Source: an optimization exercise on an open RTL-to-GDS flow (aim: small area and a short achievable clock period). Production flows keep margins and buffers that such runs may drop. No functional check of the RTL was part of any run shown here.

==> flow/design.v (outline; a module is shown in full before it is edited, if it fits) <==
// module sig_altmult_add: 2095 lines
module sig_altmult_add
(
	input signed [15:0] dataa, datab, datac, datad,
	input 		clock, aclr,
	output reg 	[32:0] result
);
  // ...
==> flow/flow/run.sh <==
#!/bin/bash
set -uo pipefail
here=$(pwd)
bash standard.sh "SYNTH_ARGS=-noabc" \
  "BUFFER_PORTS_ARGS=-buffer_cell sky130_fd_sc_hd__buf_1" \
  "POST_FLOORPLAN_TCL=$here/flow/upsize.tcl" finish > run_make.log 2>&1
status=$?
tail -20 run_make.log
exit $status
==> flow/flow/upsize.tcl <==
foreach inst [get_cells -quiet {a_r* c_r* m0_* m1_*}] {
  if {[get_property [get_lib_cells -of_objects $inst] name] == "sky130_fd_sc_hd__dfxtp_1"} {
    replace_cell $inst sky130_fd_sc_hd__dfxtp_4
  }
}
==> flow/standard.sh <==
#!/bin/bash
# synth_recipe.tcl (not shown) runs the flow's synth.tcl, then flattens the netlist and writes it again
# the make line also repeats each setting of config.mk as NAME=value (left out here)
make -C /OpenROAD-flow-scripts/flow DESIGN_CONFIG=/design/flow/config.mk WORK_HOME=/design/flow/orfs CLKGATE_MAP_FILE= SYNTH_SCRIPT=/design/flow/synth_recipe.tcl "${@:-finish}"
==> flow/config.mk <==
export PLATFORM = sky130hd
export DESIGN_NAME = sig_altmult_add
export DESIGN_NICKNAME = sig_altmult_add
export VERILOG_FILES = /design/flow/design.v
export SDC_FILE = /design/flow/constraint.sdc
export NUM_CORES = 4
export LEC_CHECK = 0
export CAP_MARGIN = 20
export CORE_MARGIN = 2
export CORE_UTILIZATION = 40
export SETUP_SLACK_MARGIN = 3.5
export SLEW_MARGIN = 20
==> flow/constraint.sdc <==
create_clock -name core_clock -period 7.0 [get_ports {clock}]
set_input_delay 1.4000 -clock core_clock [delete_from_list [all_inputs] [get_ports {clock}]]
set_output_delay 1.4000 -clock core_clock [all_outputs]
set_load 0.01 [all_outputs]
==> impl_metrics.yaml, run 1 <==
outcome:
  outcome: "no timing/DRC/antenna violations"
setup_path:
  r2r-end: "result[31]$_DFF_PP0_"
  cp_top_family: "adder cells"
  endpoint_kind: "register"
  critical_path_required_ns: 7.41
  cp-endpoint: "result[31]$_DFF_PP0_"
  slowest_stage: "fa_1"
die:
  die_h_microns: 204
  die_x_microns: 204
  tap_cells: 525
clock_tree:
  cts_resized: 0
  cts.clk_slew.worst_paths_ns: 0.06
  cts_hold_buf: 0
placed_design:
  dp_slack_ns: 3.53
  placed_area_sq_um: 16900
  dp_hpwl_mm: 32.3
yosys:
  synth_fa_ha_area_share_pct: 34.0
  seq_area_frac_synth_pct: 26.1
  synthTopCellsByArea: "fa_1, dfxtp_1, xnor2_1"
layout:
  buffers_excl_clock: 102
  seq_cell_count: 201
  drive_above_1_share_pct: 9.05
  fillCellCount: 3665
drt:
  wl_met3_mm: 4.63
  highest_layer: "met5"
==> inputs of run 2 (changes only) <==
--- a/flow/design.v
+++ b/flow/design.v
@@ -2,16 +2,17 @@
 (
 	input signed [15:0] dataa, datab, datac, datad,
 	input 		clock, aclr,
 	output reg 	[32:0] result
 );
   reg [15:0] a_r, c_r;
   reg [7:0] m0_one_r, m0_two_r, m0_neg_r, m1_one_r, m1_two_r, m1_neg_r;
   reg [85:0] t_r;
+  reg [32:0] s_r;
   reg v1, v2;
   wire [7:0] one0, two0, neg0;
   wire [7:0] one1, two1, neg1;
   wire m0_pp0_0;
   wire m0_pp0_1;
   wire m0_pp0_2;
   wire m0_pp0_3;
   wire m0_pp0_4;
@@ -788,178 +789,16 @@
   wire c504;
   wire s505;
   wire c506;
   wire s507;
   wire c508;
   wire s509;
   wire c510;
   wire [32:0] g0, p0;
-  wire pg1_1;
-  wire pp1_1;
-  wire pg1_3;
-  wire pp1_3;
-  wire pg1_5;
-  wire pp1_5;
-  wire pg1_7;
-  wire pp1_7;
-  wire pg1_9;
-  wire pp1_9;
-  wire pg1_11;
-  wire pp1_11;
-  wire pg1_13;
-  wire pp1_13;
-  wire pg1_15;
-  wire pp1_15;
-  wire pg1_17;
-  wire pp1_17;
-  wire pg1_19;
-  wire pp1_19;
-  wire pg1_21;
-  wire pp1_21;
-  wire pg1_23;
-  wire pp1_23;
-  wire pg1_25;
-  wire pp1_25;
-  wire pg1_27;
-  wire pp1_27;
-  wire pg1_29;
-  wire pp1_29;
-  wire pg1_31;
-  wire pp1_31;
-  wire pg2_2;
-  wire pp2_2;
-  wire pg2_3;
-  wire pp2_3;
-  wire pg2_6;
-  wire pp2_6;
-  wire pg2_7;
-  wire pp2_7;
-  wire pg2_10;
-  wire pp2_10;
-  wire pg2_11;
-  wire pp2_11;
-  wire pg2_14;
-  wire pp2_14;
-  wire pg2_15;
-  wire pp2_15;
-  wire pg2_18;
-  wire pp2_18;
-  wire pg2_19;
-  wire pp2_19;
-  wire pg2_22;
-  wire pp2_22;
-  wire pg2_23;
-  wire pp2_23;
-  wire pg2_26;
-  wire pp2_26;
-  wire pg2_27;
-  wire pp2_27;
-  wire pg2_30;
-  wire pp2_30;
-  wire pg2_31;
-  wire pp2_31;
-  wire pg3_4;
-  wire pp3_4;
-  wire pg3_5;
-  wire pp3_5;
-  wire pg3_6;
-  wire pp3_6;
-  wire pg3_7;
-  wire pp3_7;
-  wire pg3_12;
-  wire pp3_12;
-  wire pg3_13;
-  wire pp3_13;
-  wire pg3_14;
-  wire pp3_14;
-  wire pg3_15;
-  wire pp3_15;
-  wire pg3_20;
-  wire pp3_20;
-  wire pg3_21;
-  wire pp3_21;
-  wire pg3_22;
-  wire pp3_22;
-  wire pg3_23;
-  wire pp3_23;
-  wire pg3_28;
-  wire pp3_28;
-  wire pg3_29;
-  wire pp3_29;
-  wire pg3_30;
-  wire pp3_30;
-  wire pg3_31;
-  wire pp3_31;
-  wire pg4_8;
-  wire pp4_8;
-  wire pg4_9;
-  wire pp4_9;
-  wire pg4_10;
-  wire pp4_10;
-  wire pg4_11;
-  wire pp4_11;
-  wire pg4_12;
-  wire pp4_12;
-  wire pg4_13;
-  wire pp4_13;
-  wire pg4_14;
-  wire pp4_14;
-  wire pg4_15;
-  wire pp4_15;
-  wire pg4_24;
-  wire pp4_24;
-  wire pg4_25;
-  wire pp4_25;
-  wire pg4_26;
-  wire pp4_26;
-  wire pg4_27;
-  wire pp4_27;
-  wire pg4_28;
-  wire pp4_28;
-  wire pg4_29;
-  wire pp4_29;
-  wire pg4_30;
-  wire pp4_30;
-  wire pg4_31;
-  wire pp4_31;
-  wire pg5_16;
-  wire pp5_16;
-  wire pg5_17;
-  wire pp5_17;
-  wire pg5_18;
-  wire pp5_18;
-  wire pg5_19;
-  wire pp5_19;
-  wire pg5_20;
-  wire pp5_20;
-  wire pg5_21;
-  wire pp5_21;
-  wire pg5_22;
-  wire pp5_22;
-  wire pg5_23;
-  wire pp5_23;
-  wire pg5_24;
-  wire pp5_24;
-  wire pg5_25;
-  wire pp5_25;
-  wire pg5_26;
-  wire pp5_26;
-  wire pg5_27;
-  wire pp5_27;
-  wire pg5_28;
-  wire pp5_28;
-  wire pg5_29;
-  wire pp5_29;
-  wire pg5_30;
-  wire pp5_30;
-  wire pg5_31;
-  wire pp5_31;
-  wire pg6_32;
-  wire pp6_32;
   wire [32:0] row0, row1, sum;
   assign one0[0] = datab[0] ^ 1'b0;
   assign two0[0] = (datab[1] ^ datab[0]) & ~(datab[0] ^ 1'b0);
   assign neg0[0] = datab[1];
   assign one0[1] = datab[2] ^ datab[1];
   assign two0[1] = (datab[3] ^ datab[2]) & ~(datab[2] ^ datab[1]);
   assign neg0[1] = datab[3];
   assign one0[2] = datab[4] ^ datab[3];
@@ -1785,211 +1624,17 @@
   assign s507 = t_r[79] ^ t_r[80];
   assign c508 = t_r[79] & t_r[80];
   assign s509 = t_r[82] ^ t_r[83];
   assign c510 = t_r[82] & t_r[83];
   assign row0 = {1'b1, t_r[85], t_r[84], t_r[81], s507, c504, s503, s501, c498, c496, c494, c492, c490, c488, s487, c484, c482, c480, c478, c476, c474, c472, c470, c468, c466, c464, c462, c460, t_r[7], t_r[4], t_r[3], t_r[2], t_r[0]};
   assign row1 = {1'b0, c510, s509, c508, c506, s505, c502, c500, s499, s497, s495, s493, s491, s489, c486, s485, s483, s481, s479, s477, s475, s473, s471, s469, s467, s465, s463, s461, s459, 1'b0, 1'b0, 1'b0, t_r[1]};
   assign g0 = row0 & row1;
   assign p0 = row0 ^ row1;
-  assign pg1_1 = g0[1] | (p0[1] & g0[0]);
-  assign pp1_1 = p0[1] & p0[0];
-  assign pg1_3 = g0[3] | (p0[3] & g0[2]);
-  assign pp1_3 = p0[3] & p0[2];
-  assign pg1_5 = g0[5] | (p0[5] & g0[4]);
-  assign pp1_5 = p0[5] & p0[4];
-  assign pg1_7 = g0[7] | (p0[7] & g0[6]);
-  assign pp1_7 = p0[7] & p0[6];
-  assign pg1_9 = g0[9] | (p0[9] & g0[8]);
-  assign pp1_9 = p0[9] & p0[8];
-  assign pg1_11 = g0[11] | (p0[11] & g0[10]);
-  assign pp1_11 = p0[11] & p0[10];
-  assign pg1_13 = g0[13] | (p0[13] & g0[12]);
-  assign pp1_13 = p0[13] & p0[12];
-  assign pg1_15 = g0[15] | (p0[15] & g0[14]);
-  assign pp1_15 = p0[15] & p0[14];
-  assign pg1_17 = g0[17] | (p0[17] & g0[16]);
-  assign pp1_17 = p0[17] & p0[16];
-  assign pg1_19 = g0[19] | (p0[19] & g0[18]);
-  assign pp1_19 = p0[19] & p0[18];
-  assign pg1_21 = g0[21] | (p0[21] & g0[20]);
-  assign pp1_21 = p0[21] & p0[20];
-  assign pg1_23 = g0[23] | (p0[23] & g0[22]);
-  assign pp1_23 = p0[23] & p0[22];
-  assign pg1_25 = g0[25] | (p0[25] & g0[24]);
-  assign pp1_25 = p0[25] & p0[24];
-  assign pg1_27 = g0[27] | (p0[27] & g0[26]);
-  assign pp1_27 = p0[27] & p0[26];
-  assign pg1_29 = g0[29] | (p0[29] & g0[28]);
-  assign pp1_29 = p0[29] & p0[28];
-  assign pg1_31 = g0[31] | (p0[31] & g0[30]);
-  assign pp1_31 = p0[31] & p0[30];
-  assign pg2_2 = g0[2] | (p0[2] & pg1_1);
-  assign pp2_2 = p0[2] & pp1_1;
-  assign pg2_3 = pg1_3 | (pp1_3 & pg1_1);
-  assign pp2_3 = pp1_3 & pp1_1;
-  assign pg2_6 = g0[6] | (p0[6] & pg1_5);
-  assign pp2_6 = p0[6] & pp1_5;
-  assign pg2_7 = pg1_7 | (pp1_7 & pg1_5);
-  assign pp2_7 = pp1_7 & pp1_5;
-  assign pg2_10 = g0[10] | (p0[10] & pg1_9);
-  assign pp2_10 = p0[10] & pp1_9;
-  assign pg2_11 = pg1_11 | (pp1_11 & pg1_9);
-  assign pp2_11 = pp1_11 & pp1_9;
-  assign pg2_14 = g0[14] | (p0[14] & pg1_13);
-  assign pp2_14 = p0[14] & pp1_13;
-  assign pg2_15 = pg1_15 | (pp1_15 & pg1_13);
-  assign pp2_15 = pp1_15 & pp1_13;
-  assign pg2_18 = g0[18] | (p0[18] & pg1_17);
-  assign pp2_18 = p0[18] & pp1_17;
-  assign pg2_19 = pg1_19 | (pp1_19 & pg1_17);
-  assign pp2_19 = pp1_19 & pp1_17;
-  assign pg2_22 = g0[22] | (p0[22] & pg1_21);
-  assign pp2_22 = p0[22] & pp1_21;
-  assign pg2_23 = pg1_23 | (pp1_23 & pg1_21);
-  assign pp2_23 = pp1_23 & pp1_21;
-  assign pg2_26 = g0[26] | (p0[26] & pg1_25);
-  assign pp2_26 = p0[26] & pp1_25;
-  assign pg2_27 = pg1_27 | (pp1_27 & pg1_25);
-  assign pp2_27 = pp1_27 & pp1_25;
-  assign pg2_30 = g0[30] | (p0[30] & pg1_29);
-  assign pp2_30 = p0[30] & pp1_29;
-  assign pg2_31 = pg1_31 | (pp1_31 & pg1_29);
-  assign pp2_31 = pp1_31 & pp1_29;
-  assign pg3_4 = g0[4] | (p0[4] & pg2_3);
-  assign pp3_4 = p0[4] & pp2_3;
-  assign pg3_5 = pg1_5 | (pp1_5 & pg2_3);
-  assign pp3_5 = pp1_5 & pp2_3;
-  assign pg3_6 = pg2_6 | (pp2_6 & pg2_3);
-  assign pp3_6 = pp2_6 & pp2_3;
-  assign pg3_7 = pg2_7 | (pp2_7 & pg2_3);
-  assign pp3_7 = pp2_7 & pp2_3;
-  assign pg3_12 = g0[12] | (p0[12] & pg2_11);
-  assign pp3_12 = p0[12] & pp2_11;
-  assign pg3_13 = pg1_13 | (pp1_13 & pg2_11);
-  assign pp3_13 = pp1_13 & pp2_11;
-  assign pg3_14 = pg2_14 | (pp2_14 & pg2_11);
-  assign pp3_14 = pp2_14 & pp2_11;
-  assign pg3_15 = pg2_15 | (pp2_15 & pg2_11);
-  assign pp3_15 = pp2_15 & pp2_11;
-  assign pg3_20 = g0[20] | (p0[20] & pg2_19);
-  assign pp3_20 = p0[20] & pp2_19;
-  assign pg3_21 = pg1_21 | (pp1_21 & pg2_19);
-  assign pp3_21 = pp1_21 & pp2_19;
-  assign pg3_22 = pg2_22 | (pp2_22 & pg2_19);
-  assign pp3_22 = pp2_22 & pp2_19;
-  assign pg3_23 = pg2_23 | (pp2_23 & pg2_19);
-  assign pp3_23 = pp2_23 & pp2_19;
-  assign pg3_28 = g0[28] | (p0[28] & pg2_27);
-  assign pp3_28 = p0[28] & pp2_27;
-  assign pg3_29 = pg1_29 | (pp1_29 & pg2_27);
-  assign pp3_29 = pp1_29 & pp2_27;
-  assign pg3_30 = pg2_30 | (pp2_30 & pg2_27);
-  assign pp3_30 = pp2_30 & pp2_27;
-  assign pg3_31 = pg2_31 | (pp2_31 & pg2_27);
-  assign pp3_31 = pp2_31 & pp2_27;
-  assign pg4_8 = g0[8] | (p0[8] & pg3_7);
-  assign pp4_8 = p0[8] & pp3_7;
-  assign pg4_9 = pg1_9 | (pp1_9 & pg3_7);
-  assign pp4_9 = pp1_9 & pp3_7;
-  assign pg4_10 = pg2_10 | (pp2_10 & pg3_7);
-  assign pp4_10 = pp2_10 & pp3_7;
-  assign pg4_11 = pg2_11 | (pp2_11 & pg3_7);
-  assign pp4_11 = pp2_11 & pp3_7;
-  assign pg4_12 = pg3_12 | (pp3_12 & pg3_7);
-  assign pp4_12 = pp3_12 & pp3_7;
-  assign pg4_13 = pg3_13 | (pp3_13 & pg3_7);
-  assign pp4_13 = pp3_13 & pp3_7;
-  assign pg4_14 = pg3_14 | (pp3_14 & pg3_7);
-  assign pp4_14 = pp3_14 & pp3_7;
-  assign pg4_15 = pg3_15 | (pp3_15 & pg3_7);
-  assign pp4_15 = pp3_15 & pp3_7;
-  assign pg4_24 = g0[24] | (p0[24] & pg3_23);
-  assign pp4_24 = p0[24] & pp3_23;
-  assign pg4_25 = pg1_25 | (pp1_25 & pg3_23);
-  assign pp4_25 = pp1_25 & pp3_23;
-  assign pg4_26 = pg2_26 | (pp2_26 & pg3_23);
-  assign pp4_26 = pp2_26 & pp3_23;
-  assign pg4_27 = pg2_27 | (pp2_27 & pg3_23);
-  assign pp4_27 = pp2_27 & pp3_23;
-  assign pg4_28 = pg3_28 | (pp3_28 & pg3_23);
-  assign pp4_28 = pp3_28 & pp3_23;
-  assign pg4_29 = pg3_29 | (pp3_29 & pg3_23);
-  assign pp4_29 = pp3_29 & pp3_23;
-  assign pg4_30 = pg3_30 | (pp3_30 & pg3_23);
-  assign pp4_30 = pp3_30 & pp3_23;
-  assign pg4_31 = pg3_31 | (pp3_31 & pg3_23);
-  assign pp4_31 = pp3_31 & pp3_23;
-  assign pg5_16 = g0[16] | (p0[16] & pg4_15);
-  assign pp5_16 = p0[16] & pp4_15;
-  assign pg5_17 = pg1_17 | (pp1_17 & pg4_15);
-  assign pp5_17 = pp1_17 & pp4_15;
-  assign pg5_18 = pg2_18 | (pp2_18 & pg4_15);
-  assign pp5_18 = pp2_18 & pp4_15;
-  assign pg5_19 = pg2_19 | (pp2_19 & pg4_15);
-  assign pp5_19 = pp2_19 & pp4_15;
-  assign pg5_20 = pg3_20 | (pp3_20 & pg4_15);
-  assign pp5_20 = pp3_20 & pp4_15;
-  assign pg5_21 = pg3_21 | (pp3_21 & pg4_15);
-  assign pp5_21 = pp3_21 & pp4_15;
-  assign pg5_22 = pg3_22 | (pp3_22 & pg4_15);
-  assign pp5_22 = pp3_22 & pp4_15;
-  assign pg5_23 = pg3_23 | (pp3_23 & pg4_15);
-  assign pp5_23 = pp3_23 & pp4_15;
-  assign pg5_24 = pg4_24 | (pp4_24 & pg4_15);
-  assign pp5_24 = pp4_24 & pp4_15;
-  assign pg5_25 = pg4_25 | (pp4_25 & pg4_15);
-  assign pp5_25 = pp4_25 & pp4_15;
-  assign pg5_26 = pg4_26 | (pp4_26 & pg4_15);
-  assign pp5_26 = pp4_26 & pp4_15;
-  assign pg5_27 = pg4_27 | (pp4_27 & pg4_15);
-  assign pp5_27 = pp4_27 & pp4_15;
-  assign pg5_28 = pg4_28 | (pp4_28 & pg4_15);
-  assign pp5_28 = pp4_28 & pp4_15;
-  assign pg5_29 = pg4_29 | (pp4_29 & pg4_15);
-  assign pp5_29 = pp4_29 & pp4_15;
-  assign pg5_30 = pg4_30 | (pp4_30 & pg4_15);
-  assign pp5_30 = pp4_30 & pp4_15;
-  assign pg5_31 = pg4_31 | (pp4_31 & pg4_15);
-  assign pp5_31 = pp4_31 & pp4_15;
-  assign pg6_32 = g0[32] | (p0[32] & pg5_31);
-  assign pp6_32 = p0[32] & pp5_31;
-  assign sum[0] = p0[0];
-  assign sum[1] = p0[1] ^ g0[0];
-  assign sum[2] = p0[2] ^ pg1_1;
-  assign sum[3] = p0[3] ^ pg2_2;
-  assign sum[4] = p0[4] ^ pg2_3;
-  assign sum[5] = p0[5] ^ pg3_4;
-  assign sum[6] = p0[6] ^ pg3_5;
-  assign sum[7] = p0[7] ^ pg3_6;
-  assign sum[8] = p0[8] ^ pg3_7;
-  assign sum[9] = p0[9] ^ pg4_8;
-  assign sum[10] = p0[10] ^ pg4_9;
-  assign sum[11] = p0[11] ^ pg4_10;
-  assign sum[12] = p0[12] ^ pg4_11;
-  assign sum[13] = p0[13] ^ pg4_12;
-  assign sum[14] = p0[14] ^ pg4_13;
-  assign sum[15] = p0[15] ^ pg4_14;
-  assign sum[16] = p0[16] ^ pg4_15;
-  assign sum[17] = p0[17] ^ pg5_16;
-  assign sum[18] = p0[18] ^ pg5_17;
-  assign sum[19] = p0[19] ^ pg5_18;
-  assign sum[20] = p0[20] ^ pg5_19;
-  assign sum[21] = p0[21] ^ pg5_20;
-  assign sum[22] = p0[22] ^ pg5_21;
-  assign sum[23] = p0[23] ^ pg5_22;
-  assign sum[24] = p0[24] ^ pg5_23;
-  assign sum[25] = p0[25] ^ pg5_24;
-  assign sum[26] = p0[26] ^ pg5_25;
-  assign sum[27] = p0[27] ^ pg5_26;
-  assign sum[28] = p0[28] ^ pg5_27;
-  assign sum[29] = p0[29] ^ pg5_28;
-  assign sum[30] = p0[30] ^ pg5_29;
-  assign sum[31] = p0[31] ^ pg5_30;
-  assign sum[32] = p0[32] ^ pg5_31;
+  assign sum = row0 + row1;
   always @(posedge clock) begin
     a_r <= dataa;
     c_r <= datac;
     m0_one_r <= one0;
     m0_two_r <= two0;
     m0_neg_r <= neg0;
     m1_one_r <= one1;
     m1_two_r <= two1;
@@ -2080,16 +1725,17 @@
     t_r[83] <= c292;
     t_r[84] <= c420;
     t_r[85] <= c178;
   end
   always @(posedge clock or posedge aclr) begin
     if (aclr) begin
       v1 <= 1'b0;
       v2 <= 1'b0;
-      result <= {33{1'b0}};
+      s_r <= {33{1'b0}};
     end else begin
       v1 <= 1'b1;
       v2 <= v1;
-      result <= v2 ? sum : {33{1'b0}};
+      s_r <= v2 ? sum : {33{1'b0}};
     end
   end
+  always @* result = s_r;
 endmodule
==> flow/config.mk (replaced) <==
export PLATFORM = sky130hd
export DESIGN_NAME = sig_altmult_add
export DESIGN_NICKNAME = sig_altmult_add
export VERILOG_FILES = /design/flow/design.v
export SDC_FILE = /design/flow/constraint.sdc
export NUM_CORES = 4
export LEC_CHECK = 0
export CAP_MARGIN = 20
export CORE_MARGIN = 2
export CORE_UTILIZATION = 40
export CTS_BUF_LIST = sky130_fd_sc_hd__clkbuf_16
export CTS_CLUSTER_DIAMETER = 100
export CTS_CLUSTER_SIZE = 28
export SETUP_SLACK_MARGIN = 3.95
export SLEW_MARGIN = 20
==> run 2 against run 1 <==
Net effect:
- count of clock-buffer cells in the layout shrank 20
- first-iteration DRC count up 8.5%
- cell area is 4.0% higher
- highest routed layer is now met4
- global-route usage is essentially flat
- largest cell class unchanged
- die area is 2.0% higher
- critical path depth down 4
==> impl_metrics.yaml, run 2 <==
outcome:
  outcome: "no timing/DRC/antenna violations"
layout:
  final_common_cell: "xnor2_1"
  n_antenna_cell: 0
  drive_above_1_share_pct: 13.8
  regMostFlops: "t_r"
  reg_top3: "t_r x86, s_r x33"
  largest_register_ffs: 86
  nets: 1898
  area_delta_synth_final_pct: 12.2
  layout_common_cells: "xnor2_1, a22oi_1, fa_1"
setup_path:
  start_kind: "register"
  endpoint_kind: "register"
  crit_fanout: 9
  critPathArrivalTime_ns: 3.40
  critical_path_class: "reg2reg"
  critical_path_required_ns: 7.40
timing:
  slew_headroom_pct: 60.9
  fmax_mhz: 333
  worst_pin_slew_ns: 0.586
  setup_viol: 0
  fin_crit_sh_pct: 42.9
  finalCriticalPeriod_ns: 3.00
  finalSetupTns_ns: 0
  rsz0062_at_grt: "yes"
  hold_viol: 0
  fin_skew_ns: 0.0271
  final-max-slew-violation-count: 0
  setup_ws_ns: 4.00
yosys:
  ys_seq_elements: 201
  syn-num-nets: 1884
  netlist.area_leader.share_pct: 27.7
  synth.most_common_cell: "xnor2_1"
  async_flop_share_pct: 17.4
  yosysWarnings: 1
  synthTopCellsByArea: "fa_1, dfxtp_1, xnor2_1"
  synth_cell_types: 53
  ys_top_cells_by_count: "xnor2_1, a22oi_1, fa_1, dfxtp_1, clkbuf_1"
  synth_cells: 1523
  avgSynthCellArea_sq_um: 10.8
  seq_area_frac_synth_pct: 25.6
  synth_area_sq_um: 16400
  synthFlopType: "dfxtp_1"
  synth-edff-count: 0
  synth_largest_area_cell: "fa_1"
die:
  fp-row-count: 74
  initial_core_util_pct: 40.3
  die_x_microns: 206
  die_h_microns: 206
  core-area_sq_um: 40600
  num_io_pins: 99
  dieArea_sq_um: 42600
clock_tree:
  cts_root_buf: "clkbuf_16"
  clock_latency_ns: 0.52
  cts_max_level: 1
  numCtsBuffers: 14
  cts_tree: "built"
  clock_path_buffers: 3
  cts_hold_buf: 0
  cts.sinks: 201
  cts.clk_slew.worst_paths_ns: 0.10
drt:
  initialDrtViolationCount: 1258
  vias: 11537
  highest_layer: "met4"
  wl_met1_mm: 20.1
  wl_met3_mm: 4.79
  wl_per_cell_microns: 22.1
  met2_length_mm: 20.4
  viasPerCell: 5.55
  detail_route.wirelength_mm: 45.9
  drt_pass1_iterations: 6
  drtAntennaViolNets: 0
  drc_errors: 0
global_routing:
  track_usage_pct: 21.5
  grt_pass1_vias: 11554
  grt_max_degree: 36
  overflow: 0
  antenna_found_initial: 1
  grt_pass1_wl_mm: 70.4
placed_design:
  dp_slack_ns: 3.68
  dp_hpwl_mm: 33.5
  place.gp.congestion: 0.902
  port_buffers: 98
job:
  drv_cap: 0
hold_path:
  min_path_type: "reg2reg"
==> run 2: changes by cell type after synthesis, moves of 5 or more <==
cell     previous run  this run
a21oi_1            11        31
xor2_1             49        54
buf_1               0         6
o21ai_0            36        49
nor3_1              8         2
nor2_1             26        46
nand2_1            35        49
==> run 2: worst paths after layout <==
| kind | slack (ns) | to | depth (start not counted) | startpoint |
|---|---|---|---|---|
| max in group asynchronous | 5.74 | s_r[31]$_DFF_PP0_ | 3 | aclr |
| max | 4.00 | t_r[46]$_DFF_P_ | 7 | m0_one_r[2]$_DFF_P_ |
| min in group asynchronous | 0.93 | s_r[8]$_DFF_PP0_ | 3 | aclr |
| max reg2reg | 4.00 | t_r[46]$_DFF_P_ | 7 | m0_one_r[2]$_DFF_P_ |
| min reg2reg | 0.36 | v2$_DFF_PP0_ | 0 | v1$_DFF_PP0_ |
| min | 0.36 | v2$_DFF_PP0_ | 0 | v1$_DFF_PP0_ |
==> run 2: metal layers <==
| metal | global-route usage (%) | vias to the layer above |
|---|---|---|
| met5 | 0 | - |
| met4 | 4.52 | 0 |
| met2 | 32.8 | 549 |
| li1 | - | 5167 |
| met1 | 31.1 | 5775 |
| met3 | 4.90 | 46 |
==> run 2: per-stage QoR <==
step / utilization [%] / instances / area, sq um / hold WS (ns)
2_1_floorplan: - / 1523 / 16500 / 0.331
3_3_place_gp: 42.3 / 2004 / 17200 / 0.333
3_5_place_dp: 42.3 / 2004 / 17200 / 0.336
4_1_cts: 43.7 / 2028 / 17800 / 0.360
5_1_grt: 45.3 / 2077 / 18400 / 0.375
6_report: 45.3 / 2077 / 18400 / 0.359
==> run 2: critical path, stage by stage (launching register included) <==
cell	delay (ns)
dfxtp_4	0.40
buf_4	0.19
a22oi_1	0.22
xnor2_1	0.16
fa_1	0.53
fa_1	0.47
fa_1	0.46
fa_1	0.46
==> run 2: cell families (layout without fill, tap and decap cells) <==
kind of cell	count (synthesis)	count (layout)	synth area share (%)
XOR/XNOR	308	308	16.5
buffers and inverters	201	223	4.61
other	1	1	0.0229
multiplexers	3	3	0.183
flip-flops	201	201	25.6
AND/OR/NAND/NOR	156	156	4.57
adder cells (fa/ha/maj)	295	295	32.9
AO/OA/AOI/OAI	358	358	15.7
==> run 2: final cells by class <==
| cell class | instances | area, sq um |
|---|---|---|
| clock inverters | 9 | 128 |
| fillers | 3793 | 22200 |
| flip-flops and latches | 201 | 4500 |
| inverters | 50 | 188 |
| multi-input cells | 1121 | 11700 |
| repair buffers | 149 | 801 |
| clock buffers | 15 | 375 |
| well taps | 532 | 666 |
==> run 2: what timing repair did <==
| action | CTS | global route |
|---|---|---|
| pin swaps | 5 | 19 |
| endpoints found under the hold margin | 0 | 0 |
| gates resized for setup | 27 | 48 |
| buffers inserted | 0 | 49 |
| endpoints found under the setup margin | 10 | 18 |

## re-timing with driven ports
Ports are ideal in the flow. The routed layouts listed here were re-timed in OpenROAD.
Step 1 sets driving cells, clkbuf_16 on the clock port and buf_2 on the other inputs (assumed; they add their load-dependent delay and slew).
Step 2 moves the port delays by t, midway between the first and last clock arrival at a register: inputs arrive t later, outputs are due t later. That takes back most of the time a late clock gives input paths.
Slacks: no drivers / after step 1 / after step 2; pairs: no drivers / after step 1.
| run | shift t [ns] | setup WS [ns] | slew at the worst register clock pin (ns) | worst data-port slew with drivers (ns) |
|---|---|---|---|---|
| run 1 | 0.575 | 3.672 / 3.672 / 3.672 | 0.06 / 0.06 | 0.05 |
| run 2 | 0.557 | 3.997 / 3.997 / 3.997 | 0.10 / 0.10 | 0.04 |
After both steps setup and hold are still met in every run listed.
